This is an optimization exercise on Yosys and OpenROAD, whose aim is small area, not a production implementation.
Only simulation tests tie the RTL to the original design; equivalence was not proved.
No driver is modelled on the clock port, so clocking that relies on it looks cheaper here than on a real chip.
Power figures rest on the tool's default switching activity, not on a simulated workload.

==> flow/design.v <==
module divide(clk,rst,sw,clkout_1khz,tick_1khz,tick_1hz,tick_out);
input clk,rst; 
input [1:0] sw; 
output reg clkout_1khz; 
output tick_1khz; 
output tick_1hz; 
output tick_out; 
reg clkout_half_hz,clkout_1hz,clkout_2hz,clkout_4hz,clkout_d;
reg clkout;
reg [8:0] cnt;
reg [6:0] cnt1;
wire cnt_last  = (cnt[7:0] == 8'h21);
wire cnt1_last = (cnt1[5:0] == 6'h00);
always @(sw or clkout_half_hz or clkout_1hz or clkout_2hz or clkout_4hz) 
begin
	case(sw)
	 2'b00:clkout = clkout_half_hz;
	 2'b01:clkout = clkout_1hz;
	 2'b10:clkout = clkout_2hz;
	 default:clkout = clkout_4hz;
	endcase
end
assign tick_1khz = cnt_last & ~clkout_1khz;
wire   tick_4hz  = tick_1khz & cnt1_last & ~clkout_4hz;
wire   tick_2hz  = tick_4hz & ~clkout_2hz;
assign tick_1hz  = tick_2hz & ~clkout_1hz;
assign tick_out  = clkout & ~clkout_d;
always @(posedge clk or posedge rst) 
begin
	if(rst) begin cnt <= 9'h042; clkout_1khz <= 0; end
	else begin
	cnt <= {cnt[7:0], cnt[8] ^ cnt[3] ^ cnt_last};
	if(cnt_last) clkout_1khz <= ~clkout_1khz;
	end
end
always @(posedge clk or posedge rst) 
begin
	if(rst) begin cnt1 <= 7'h01; clkout_4hz <= 0; end
	else if (tick_1khz) begin
	cnt1 <= {cnt1[5:0], ~(cnt1[6] ^ cnt1[5]) ^ cnt1_last};
	if(cnt1_last) clkout_4hz <= ~clkout_4hz;
	end
end
always @(posedge clk or posedge rst) 
begin
	if(rst) clkout_2hz <= 0;
	else if (tick_4hz) clkout_2hz <= ~clkout_2hz;
end
always @(posedge clk or posedge rst) 
begin
	if(rst) clkout_1hz <= 0;
	else if (tick_2hz) clkout_1hz <= ~clkout_1hz;
end
always @(posedge clk or posedge rst) 
begin
	if(rst) clkout_half_hz <= 0;
	else if (tick_1hz) clkout_half_hz <= ~clkout_half_hz;
end
always @(posedge clk or posedge rst) 
begin
	if(rst) clkout_d <= 0;
	else clkout_d <= clkout;
end
endmodule
module counter (clk,rst,inc,tens,ones);
input clk,rst,inc;
output reg [2:0] tens;
output reg [3:0] ones;
always @(posedge clk or posedge rst)
	if (rst) begin
		tens <= 0;
		ones <= 0;
	end
	else if (inc) begin
		if (tens == 6) begin tens <= 0; ones <= 0; end
		else if (ones == 9) begin tens <= tens + 1'b1; ones <= 0; end
		else ones <= ones + 1'b1;
	end
endmodule
module seg_led (tens,ones,sel,seg_led);
input [2:0] tens;
input [3:0] ones;
input sel;
output [8:0] seg_led;
function [7:0] seg; 
input [3:0] n;
begin
	case (n)
	4'd0: seg = 8'b11111100;
	4'd1: seg = 8'b01100000;
	4'd2: seg = 8'b11011010;
	4'd3: seg = 8'b11110010;
	4'd4: seg = 8'b01100110;
	4'd5: seg = 8'b10110110;
	4'd6: seg = 8'b10111110;
	4'd7: seg = 8'b11100100;
	4'd8: seg = 8'b11111110;
	4'd9: seg = 8'b11110110;
	default: seg = 8'b00000000;
	endcase
end
endfunction
assign seg_led = {1'b0, seg(sel ? {1'b0,tens} : ones)};
endmodule
module debounce (clk,rst,key,key_pulse);
parameter   N = 1;  
input             clk;
input             rst;
input   [N-1:0]   key;          
output  [N-1:0]   key_pulse;    
reg     [N-1:0]   key_rst_pre;   
reg     [N-1:0]   key_rst;       
wire    [N-1:0]   key_edge;    
always @(posedge clk  or  posedge rst)
begin
  if (rst) begin
	   key_rst <= {N{1'b1}};
	   key_rst_pre <= {N{1'b1}};
  end
  else begin
	   key_rst <= key;
	   key_rst_pre <= key_rst;
  end    
end
assign  key_edge = key_rst_pre & (~key_rst);
reg	[16:0]	  cnt;
always @(posedge clk or posedge rst)
begin
	if(rst)
	 cnt <= 0;
	else if(key_edge)
	 cnt <= 0;
	else
	 cnt <= {cnt[15:0], cnt[16] ^ cnt[13] ^ (cnt[15:0] == 16'h0)};
end  
  reg     [N-1:0]   key_sec_pre;
  reg     [N-1:0]   key_sec;                    
always @(posedge clk  or  posedge rst)
begin
	if (rst) 
	  key_sec <= {N{1'b1}};                
	else begin
	if (cnt==17'h19921)
	  key_sec <= key;
	else if (key_edge)
	  key_sec <= {N{1'b1}};
	end
end
always @(posedge clk  or  posedge rst)
begin
 if (rst)
	  key_sec_pre <= {N{1'b1}};
 else                   
	  key_sec_pre <= key_sec;             
end 
assign  key_pulse = key_sec_pre & (~key_sec);     
endmodule	
module led_matrix (clk,rst,shift,side,sw1,r_col,g_col,row,phase);
input clk,rst;
input shift;    
input side;     
input sw1;
output reg [7:0] r_col,g_col,row;
output phase;   
reg [2:0] row_cnt;
assign phase = row_cnt[0];
reg valid;
reg pend, dir;
reg [3:0] nl, nr;    
always @(posedge clk or posedge rst)
	if (rst) begin
		row_cnt <= 0;
		valid <= 0;
		pend <= 0;
	end
	else begin
		row_cnt <= row_cnt + 1'b1;
		valid <= 1'b1;
		pend <= shift;
	end
always @(posedge clk)
	dir <= sw1;
wire [3:0] cur = side ? nl : nr;
wire lim = dir ? (cur == 4'd10) : (cur == 4'd0);
wire [3:0] nxt = cur + {~dir, ~dir, ~dir, 1'b1};
always @(posedge clk or posedge rst)
	if (rst) begin
		nl <= 0;
		nr <= 0;
	end
	else if (pend & ~lim) begin
		if (side) nl <= nxt;
		else nr <= nxt;
	end
wire [9:0] L, R;
genvar i;
generate for (i = 0; i < 10; i = i + 1) begin : th
	assign L[i] = (nl <= i);
	assign R[i] = (nr <= 9 - i);
end endgenerate
wire p = row_cnt[2];
wire [1:0] j = row_cnt[1:0] ^ {2{p}};
reg [7:0] raw, mask;
always @(*) case (j)
  2'd0: begin raw = {L[3:0],R[9:6]}; mask = 8'b11111111; end
  2'd1: begin raw = {1'b0,L[6:4],R[5:3],1'b0}; mask = 8'b01111110; end
  2'd2: begin raw = {2'b0,L[8:7],R[2:1],2'b0}; mask = 8'b00111100; end
  default: begin raw = {3'b0,L[9],R[0],3'b0}; mask = 8'b00011000; end
endcase
always @(*) begin
  r_col = {8{valid}} & mask & (raw ^ {8{p}});
  g_col = {8{valid}} & mask & ~(raw ^ {8{p}});
  row = valid ? ~(8'd1 << row_cnt) : 8'hff;
end
endmodule
module lcd(clk,tick,clk_LCD,rst,en,RS,RW,data,stop,speed);
input      clk;       
input      tick;      
input      clk_LCD;   
input       rst,stop;
input [1:0] speed;    
output    en,RS,RW;
output   reg [7:0]  data;
assign  RW = 1'b0;
assign  en = clk_LCD;
reg [1:0] speed_pre,speed_now; 
reg stop_now,stop_pre;
always @(posedge clk)
begin
	if (tick) begin
	speed_now <= speed;
	speed_pre <= speed_now;
	stop_now <= stop;
	stop_pre <= stop_now;
	end
end
wire pulse = (speed_now==speed_pre)? 1'b0:1'b1;
localparam [3:0] CLR0 = 4'd0;
localparam [3:0] CLR1 = 4'd1;
localparam [3:0] SDM = 4'd2;
localparam [3:0] DON = 4'd3;
localparam [3:0] SHD = 4'd4;
localparam [3:0] W0 = 4'd5;
localparam [3:0] W1 = 4'd6;
localparam [3:0] W2 = 4'd7;
localparam [3:0] W3 = 4'd8;
localparam [3:0] W4 = 4'd9;
localparam [3:0] W5 = 4'd10;
localparam [3:0] W6 = 4'd11;
localparam [3:0] W7 = 4'd12;
localparam [3:0] IDLE = 4'd13;
reg [3:0] st;
reg [3:0] st_next;
always @(*)
	case (st)
	CLR0, CLR1: st_next = SDM;
	SDM: st_next = DON;
	DON: st_next = SHD;
	SHD: st_next = W0;
	W0: st_next = W1;
	W1: st_next = W2;
	W2: st_next = W3;
	W3: st_next = W4;
	W4: st_next = W5;
	W5: st_next = W6;
	W6: st_next = W7;
	W7: st_next = IDLE;
	IDLE: st_next = pulse ? CLR1 : IDLE;
	default: st_next = CLR0;
	endcase
always @(posedge clk or posedge rst)
	if (rst) st <= CLR0;
	else if (tick) st <= st_next;
assign RS = (st == W1) | (st == W2) | (st == W3) | (st == W4) | (st == W5) | (st == W6) | (st == W7);
always @(*)
	case (st)
	CLR0: data = 8'h00;
	SDM: data = 8'h01;
	DON: data = 8'h38;
	SHD: data = 8'h0c;
	W0: data = 8'h06;
	W1: data = stop_pre ? 8'h57 : 8'h53;
	W2: data = stop_pre ? 8'h65 : 8'h50;
	W3: data = stop_pre ? 8'h7c : 8'h45;
	W4: data = stop_pre ? 8'h63 : 8'h45;
	W5: data = stop_pre ? 8'h6f : 8'h44;
	W6: data = stop_pre ? 8'h6d : 8'h3a;
	W7: data = stop_pre ? 8'h65 : {6'b001100, speed_pre} + 8'h01;
	default: data = 8'hc2;
	endcase
endmodule
module music(beep,clk,rst,tick);
input clk,tick,rst;
output reg beep;
reg [10:0] count;
reg [3:0] seconds;
reg [10:0] count_end;
always @(*)
	case (seconds)
	4'd0,4'd1,4'd2: count_end = 11'd355;  
	4'd3,4'd9: count_end = 11'd1131;  
	4'd4,4'd5,4'd6: count_end = 11'd103;  
	4'd7,4'd8: count_end = 11'd1130;  
	default: count_end = 11'd483;  
	endcase
wire playing = (seconds != 4'd12);
always @(posedge clk or posedge rst)
if (rst) begin count <= 11'd144;beep <= 0;end
else begin
	if (playing) begin
		if (count == count_end) begin
		count <= 11'd144;
		beep <= ~beep;
		end
		else count <= {count[9:0], count[10] ^ count[4] ^ count[5] ^ count[6] ^ (count[9:0] == 10'h0)};
	end
	else beep <= 0;
end
always @(posedge clk or posedge rst)
if (rst) seconds <= 0;
else if (tick && playing) seconds <= seconds + 1'b1;
endmodule
module ehourglass(sw1,btn0,rst,clk,speed,beep,r_col,g_col,row,seg_led,seg_led_d,
				lcd_rs,lcd_rw,lcd_e,d);
input sw1,btn0,rst,clk; 
input [1:0]speed; 
output  lcd_rs,lcd_rw,lcd_e; 
output  [7:0] d;
output beep;
output [7:0]r_col,g_col,row; 
output [8:0]seg_led; 
output [7:0]seg_led_d;
wire clk_1khz; 
wire tick_1khz,tick_1hz,tick_out; 
wire btn0_pulse;
reg stop;
reg cnt_matrix; 
reg sec_inc; 
wire sel; 
wire [2:0] tens;
wire [3:0] ones;
assign seg_led_d={6'b111111,sel,~sel};
always @(posedge clk or posedge rst)
begin
if (rst) begin
	stop <= 0;
	cnt_matrix <= 0;
	sec_inc <= 0;
end
else begin
	if (btn0_pulse) stop <= ~stop;
	if (tick_out & ~stop) cnt_matrix <= ~cnt_matrix;
	sec_inc <= tick_1hz & ~stop;
end
end
divide  d1(
			.clk(clk),
			.rst(rst),
			.sw(speed),
			.clkout_1khz(clk_1khz),
			.tick_1khz(tick_1khz),
			.tick_1hz(tick_1hz),
			.tick_out(tick_out)
			);
counter ct(
			.clk(clk),
			.rst(rst),
			.inc(sec_inc),
			.tens(tens),
			.ones(ones)
			);
seg_led s1(
			.tens(tens),
			.ones(ones),
			.sel(sel),
			.seg_led(seg_led)
			);
debounce de1(
			  .clk(clk),
			  .rst(rst),
			  .key(btn0),
			  .key_pulse(btn0_pulse)
				);
led_matrix l1(
			  .clk(clk),
			  .rst(rst),
			  .shift(tick_out & ~stop),
			  .side(cnt_matrix),
			  .sw1(sw1),
			  .r_col(r_col),
			  .g_col(g_col),
			  .row(row),
			  .phase(sel)
			    );
lcd 	lcd1(
			  .clk(clk),
			  .tick(tick_1khz),
			  .clk_LCD(clk_1khz),
			  .speed(speed),
			  .rst(rst),
			  .stop(stop),
			  .data(d),
			  .RS(lcd_rs),
			  .RW(lcd_rw),
			  .en(lcd_e)
				);
music m1(
			.clk(clk),
			.tick(tick_out),
			.rst(rst),
			.beep(beep)
			);
endmodule
==> flow/flow/run.sh <==
#!/bin/bash
# Own layout flow: the standard flow (standard.sh) with an area-oriented
# ABC script in synthesis, cells sized down after floorplan, small port
# buffers and a clock tree of small buffers without dummy loads, its leaf
# buffers sized to their load.
set -euo pipefail
W=$(pwd)
export AREA_ABC_SCRIPT=$W/flow/area.script
export FLOW_SYNTH_TCL=$W/synth_recipe.tcl
bash standard.sh \
  SYNTH_SCRIPT=$W/flow/synth_area.tcl \
  POST_FLOORPLAN_TCL=$W/flow/post_floorplan.tcl \
  POST_CTS_TCL=$W/flow/post_cts.tcl \
  "BUFFER_PORTS_ARGS=-buffer_cell sky130_fd_sc_hd__buf_1" \
  "CTS_ARGS=-sink_clustering_enable -repair_clock_nets -dont_use_dummy_load -buf_list {sky130_fd_sc_hd__clkbuf_4 sky130_fd_sc_hd__clkbuf_8}" \
  finish > $W/flow_make.log 2>&1
==> flow/flow/area.script <==
strash
&get -n
&deepsyn -T 30
&put
dch -f
amap
topo
==> flow/flow/post_cts.tcl <==
# Leaf clock buffers that drive few flip-flops do not need clkbuf_8: give
# those with at most 11 flip-flop clock pins the smaller clkbuf_4. The root
# buffer (which drives buffers, not flip-flops) keeps its size.
set block [ord::get_db_block]
set downsized 0
foreach inst [$block getInsts] {
  if {[[$inst getMaster] getName] ne "sky130_fd_sc_hd__clkbuf_8"} { continue }
  set net [[$inst findITerm X] getNet]
  if {$net eq "NULL"} { continue }
  set sinks 0
  set all_flops 1
  foreach it [$net getITerms] {
    if {[$it isOutputSignal]} { continue }
    incr sinks
    if {[[$it getMTerm] getName] ne "CLK"} { set all_flops 0 }
  }
  if {$all_flops && $sinks > 0 && $sinks <= 11} {
    replace_cell [$inst getName] sky130_fd_sc_hd__clkbuf_4
    incr downsized
  }
}
puts "post_cts: $downsized leaf clock buffers resized to clkbuf_4"
detailed_placement
check_placement -verbose
==> flow/flow/post_floorplan.tcl <==
# Timing is far from critical at this clock period: size cells down to
# recover the area that the synthesis's buffering and upsizing spent.
repair_timing -recover_power 100 -setup_margin 0.5
==> flow/flow/synth_area.tcl <==
# The standard synthesis (synth_recipe.tcl), with ABC's mapping script
# replaced by an area-oriented one. Registers are mapped by dfflibmap before
# ABC runs and the adder step does not touch them, so they come out the same
# as in the standard synthesis.
proc abc {args} {
  set i [lsearch -exact $args -script]
  if {$i >= 0} { lset args [expr {$i + 1}] $::env(AREA_ABC_SCRIPT) }
  yosys abc {*}$args
}
# Leave adders to ABC too instead of mapping them to adder cells first, so
# they are optimised together with the logic around them.
set ::env(ADDER_MAP_FILE) ""
source $::env(FLOW_SYNTH_TCL)
==> flow/standard.sh <==
#!/bin/bash
# synth_recipe.tcl (not shown) runs the flow's synth.tcl, then flattens the netlist and writes it again
# the make line also repeats each setting of config.mk as NAME=value (left out here)
make -C /OpenROAD-flow-scripts/flow DESIGN_CONFIG=/design/flow/config.mk WORK_HOME=/design/flow/orfs CLKGATE_MAP_FILE= SYNTH_SCRIPT=/design/flow/synth_recipe.tcl "${@:-finish}"
==> flow/config.mk <==
export PLATFORM = sky130hd
export DESIGN_NAME = ehourglass
export DESIGN_NICKNAME = ehourglass
export VERILOG_FILES = /design/flow/design.v
export SDC_FILE = /design/flow/constraint.sdc
export NUM_CORES = 4
export LEC_CHECK = 0
export CAP_MARGIN = 20
export CORE_MARGIN = 2
export CORE_UTILIZATION = 55
export SLEW_MARGIN = 20
==> flow/constraint.sdc <==
create_clock -name core_clock -period 10.0 [get_ports {clk}]
set_input_delay 2.0000 -clock core_clock [delete_from_list [all_inputs] [get_ports {clk}]]
set_output_delay 2.0000 -clock core_clock [all_outputs]
set_load 0.01 [all_outputs]
==> impl_metrics.xml <==
<?xml version="1.0" encoding="UTF-8"?>
<metrics>
  <group name="run_status">
    <metric name="run_status" unit="">finished clean</metric>
  </group>
  <group name="synthesis">
    <metric name="syn_inst" unit="">495</metric>
    <metric name="yosys.cell_types.count" unit="">41</metric>
    <metric name="synth.yosys.warnings" unit="">8</metric>
    <metric name="synth.avg_cell_area" unit="µm²">8.81</metric>
    <metric name="yosysSeqAreaShare" unit="">0.542</metric>
    <metric name="synth_area" unit="µm²">4360</metric>
    <metric name="synth-seq-cells" unit="">93</metric>
  </group>
  <group name="route">
    <metric name="vias_per_cell" unit="">5.37</metric>
    <metric name="first_iter_violations" unit="">176</metric>
    <metric name="drtAntennaViolNets" unit="">0</metric>
    <metric name="drt-wirelength-per-cell" unit="µm">12.7</metric>
    <metric name="drcViolationCount" unit="">0</metric>
    <metric name="route.vias.total" unit="">3518</metric>
    <metric name="detail_route.wirelength" unit="µm">8330</metric>
    <metric name="drtPass1Iterations" unit="">4</metric>
  </group>
  <group name="placed_design">
    <metric name="place_congestion" unit="">0.851</metric>
    <metric name="placement.setup.worst_slack" unit="ps">5680</metric>
    <metric name="postPlaceCellArea" unit="µm²">4640</metric>
    <metric name="place_hpwl" unit="µm">6070</metric>
    <metric name="numPlacedInstances" unit="">646</metric>
    <metric name="place.port_buffers" unit="">49</metric>
  </group>
  <group name="critical_path">
    <metric name="critical_path.max_fanout" unit="">10</metric>
    <metric name="timing.critical_path.max_delay_family" unit="">simple AND/OR/NAND/NOR gates</metric>
    <metric name="crit_path_end_kind" unit="">primary output</metric>
    <metric name="worstSetupPathDepth" unit="">9</metric>
    <metric name="cp_cell_sequence" unit="">clkinv_1 &gt; nor2_1 &gt; nor2_1 &gt; nor2_1 &gt; o32ai_1 &gt; nor2b_1 &gt; o32ai_1 &gt; nor2b_1 &gt; buf_1</metric>
    <metric name="crit_path_max_cell_delay" unit="ps">500</metric>
    <metric name="crit_top_cell" unit="">sky130_fd_sc_hd__nor2_1</metric>
    <metric name="crit_type" unit="">reg2out</metric>
    <metric name="critPathSlowestCell" unit="">sky130_fd_sc_hd__dfrtp_1</metric>
    <metric name="type_of_origin_of_the_critical_path" unit="">flip-flop</metric>
    <metric name="timing.critical_path.arrival" unit="ps">2710</metric>
    <metric name="critical_path_required" unit="ps">8000</metric>
    <metric name="r2r_slack" unit="ps">7340</metric>
    <metric name="number_of_buffer_and_inverter_stages_on_the_critical_path" unit="">2</metric>
    <metric name="worst-r2r-cell-count" unit="">10</metric>
  </group>
  <group name="finish">
    <metric name="final_cells" unit="">655</metric>
    <metric name="syn2layout_area_growth" unit="%">8.89</metric>
    <metric name="utilization" unit="">0.618</metric>
    <metric name="layout.cell_area.non_filler" unit="µm²">4750</metric>
    <metric name="final_cell_mix" unit="">96 x sky130_fd_sc_hd__nor2_1, 77 x sky130_fd_sc_hd__dfrtp_1, 71 x sky130_fd_sc_hd__clkinv_1, 49 x sky130_fd_sc_hd__buf_1, 44 x sky130_fd_sc_hd__nand2_1</metric>
    <metric name="finalNetCount" unit="">561</metric>
    <metric name="antennaDiodeCount" unit="">0</metric>
    <metric name="leading_cell_type_in_the_layout_fill_and_taps_excluded" unit="">sky130_fd_sc_hd__nor2_1</metric>
    <metric name="fraction_of_final_layout_cells_with_drive_strength_greater_than_1" unit="">0.0398</metric>
  </group>
  <group name="grt">
    <metric name="track_usage" unit="">0.205</metric>
    <metric name="global_route.overflow_total" unit="">0</metric>
    <metric name="first_global_vias" unit="">3292</metric>
    <metric name="antenna_found_initial" unit="">0</metric>
    <metric name="grt_start_max_net_pins" unit="">87</metric>
    <metric name="wire_length_of_the_first_global_routing_pass" unit="µm">14400</metric>
  </group>
  <group name="clock_network">
    <metric name="tritoncts" unit="">yes</metric>
    <metric name="worst_path_clk_slew" unit="ps">100</metric>
    <metric name="clkLatencyLatePin" unit="ps">350</metric>
    <metric name="numClockSinks" unit="">93</metric>
  </group>
  <group name="timing">
    <metric name="fin_worst_hold_slack" unit="ps">378</metric>
    <metric name="final_hold_viol_count" unit="">0</metric>
    <metric name="worst_clock_skew" unit="ps">27.0</metric>
    <metric name="final_max_slew_viol_count" unit="">0</metric>
    <metric name="rsz0062_at_grt" unit="">false</metric>
    <metric name="max_slew.worst_pin.slew" unit="ps">740</metric>
    <metric name="finalCritPeriodShare" unit="">0.471</metric>
    <metric name="layout_min_cycle_time" unit="ps">4710</metric>
    <metric name="final-setup-viol-count" unit="">0</metric>
    <metric name="final.setup.worst_slack" unit="ps">5290</metric>
    <metric name="relSlewSlack" unit="">0.506</metric>
    <metric name="timing.setup.tns" unit="ps">0</metric>
    <metric name="maxClockFrequency" unit="MHz">213</metric>
  </group>
  <group name="floorplan">
    <metric name="io-pin-count" unit="">59</metric>
    <metric name="die_height" unit="µm">93.1</metric>
    <metric name="initial_utilization" unit="">0.567</metric>
    <metric name="core_area" unit="µm²">7690</metric>
    <metric name="dieArea" unit="µm²">8660</metric>
    <metric name="chipWidth" unit="µm">93.1</metric>
    <metric name="placement_rows" unit="">32</metric>
  </group>
  <group name="power">
    <metric name="power.static_leakage" unit="nW">2.00</metric>
    <metric name="vdd_ir_drop_max" unit="µV">138</metric>
    <metric name="power_per_cell_area" unit="nW/µm²">195</metric>
    <metric name="report.power.total" unit="mW">0.926</metric>
  </group>
  <group name="min_path">
    <metric name="classification_of_the_worst_slack_hold_path" unit="">reg2reg</metric>
    <metric name="min_delay_path_depth" unit="">0</metric>
  </group>
  <group name="flow_run">
    <metric name="cap_violations" unit="">0</metric>
  </group>
</metrics>
[cells by family after synthesis]
| kind of cell | share of synthesized area |
|---|---|
| and+or+nand+nor | 0.197 |
| buffers and inverters | 0.0792 |
| xor gates and xnor gates | 0.00201 |
| DFF | 0.542 |
| AOI/OAI and AO/OA | 0.178 |
| other | 0.00172 |
[routing by layer]
layer | global-route usage | up-vias | share of wire
met1 | 0.288 | 1621 | 0.49
met4 | 0.0613 | 0 | 0.012
met5 | 0 | - | 0
li1 | - | 1815 | -
met3 | 0.0371 | 10 | 0.033
met2 | 0.331 | 72 | 0.46
[state kept, by name, summed over array words and instances, names as in the netlist, 4 cells and up]
name        flops
l1.nr           4
d1.cnt          9
l1.nl           4
d1.cnt1         7
m1.seconds      4
de1.cnt        17
lcd1.st         4
m1.count       11
ct.ones         4
[cells in the mapped netlist]
cell	count	area share
sky130_fd_sc_hd__o22ai_1	22	0.032
sky130_fd_sc_hd__clkinv_1	72	0.062
sky130_fd_sc_hd__a21oi_1	29	0.033
sky130_fd_sc_hd__or3_1	2	0.0029
sky130_fd_sc_hd__a2111oi_0	2	0.0040
sky130_fd_sc_hd__dfstp_2	9	0.054
sky130_fd_sc_hd__nand4_1	3	0.0043
sky130_fd_sc_hd__o221ai_1	1	0.0020
sky130_fd_sc_hd__o21bai_1	1	0.0017
sky130_fd_sc_hd__a221oi_1	1	0.0020
sky130_fd_sc_hd__a31oi_1	1	0.0014
sky130_fd_sc_hd__nand3_1	7	0.0080
sky130_fd_sc_hd__o32a_1	1	0.0023
sky130_fd_sc_hd__nor2_1	96	0.083
sky130_fd_sc_hd__o32ai_1	4	0.0080
sky130_fd_sc_hd__nor2b_1	14	0.020
sky130_fd_sc_hd__conb_1	2	0.0017
sky130_fd_sc_hd__and3_1	2	0.0029
sky130_fd_sc_hd__a22oi_1	1	0.0017
sky130_fd_sc_hd__o22a_1	9	0.018
sky130_fd_sc_hd__o21ai_0	28	0.032
sky130_fd_sc_hd__dfxtp_1	1	0.0046
sky130_fd_sc_hd__nor3_1	11	0.013
sky130_fd_sc_hd__nand2_1	44	0.038
sky130_fd_sc_hd__nor4b_1	3	0.0060
sky130_fd_sc_hd__a211oi_1	7	0.012
sky130_fd_sc_hd__o2111ai_1	2	0.0040
sky130_fd_sc_hd__o31ai_1	1	0.0017
sky130_fd_sc_hd__o211ai_1	1	0.0017
sky130_fd_sc_hd__a21o_1	2	0.0034
sky130_fd_sc_hd__nand2b_1	1	0.0014
sky130_fd_sc_hd__nor4_1	6	0.0086
sky130_fd_sc_hd__xor2_1	1	0.0020
sky130_fd_sc_hd__or2_0	2	0.0029
sky130_fd_sc_hd__dfrtp_1	77	0.44
sky130_fd_sc_hd__edfxtp_1	6	0.041
sky130_fd_sc_hd__o21a_1	6	0.010
sky130_fd_sc_hd__buf_4	10	0.017
sky130_fd_sc_hd__or4_1	4	0.0069
sky130_fd_sc_hd__o2111a_1	1	0.0026
sky130_fd_sc_hd__a41oi_1	2	0.0040
[worst reg2reg max path, cell delays in order (launching register included)]
cell and delay (ps):
sky130_fd_sc_hd__dfrtp_1 390, sky130_fd_sc_hd__nor4b_1 410, sky130_fd_sc_hd__nand2_1 130, sky130_fd_sc_hd__nor2_1 110, sky130_fd_sc_hd__buf_4 210, sky130_fd_sc_hd__clkinv_1 310
sky130_fd_sc_hd__a21oi_1 300, sky130_fd_sc_hd__o21ai_0 160, sky130_fd_sc_hd__nor4_1 280, sky130_fd_sc_hd__nor2_1 100, sky130_fd_sc_hd__a21o_1 160
[final cells by class]
type | count | area (µm²)
Fill cell | 688 | 2940
Multi-Input combinational cell | 328 | 1690
Inverter | 72 | 272
Clock buffer | 9 | 98.8
Tap cell | 102 | 128
Timing Repair Buffer | 51 | 203
Sequential cell | 93 | 2360
[path summary, 6_finish.rpt]
path | from | endpoint
setup / recovery | l1.row_cnt[0]$_DFF_PP0_ | g_col[3]
hold / removal | de1.key_rst$_DFF_PP1_ | de1.key_rst_pre$_DFF_PP1_
setup reg to reg | d1.cnt[4]$_DFF_PP0_ | lcd1.st[2]$_DFFE_PP0N_
hold reg to reg | de1.key_rst$_DFF_PP1_ | de1.key_rst_pre$_DFF_PP1_
max in group asynchronous | rst | de1.cnt[5]$_DFF_PP0_
min in group asynchronous | rst | m1.seconds[3]$_DFFE_PP0P_
[power breakdown]
| part | total, mW | switching, mW | internal [mW] |
|---|---|---|---|
| clock | 0.174 | 0.110 | 0.0641 |
| sequential | 0.496 | 0.0549 | 0.441 |
| combinational | 0.256 | 0.162 | 0.0944 |
| total | 0.926 | 0.327 | 0.600 |

==> what the ideal ports hide <==
Ports are ideal in the flow. The routed layout listed here was re-timed in OpenROAD. Step 1, drivers: a clkbuf_16 drives clk and a buf_2 each remaining input, both assumed. Step 2 also shifts input and output timing later by t, the mid clock arrival at the registers, as if the neighbouring blocks saw the same clock. a / b / c = ideal / step 1 / step 2; a / b = the first two.
shift t [ns]: 0.359
slack for setup (ns): 5.294 / 5.266 / 5.626
worst setup path after step 2: register to output
latest minus earliest clock arrival (ns): 0.027 / 0.027
After both steps this run still meets setup and hold. For this run, drivers alone change the setup slack by -0.028 ns; drivers and shift together by +0.332 ns.
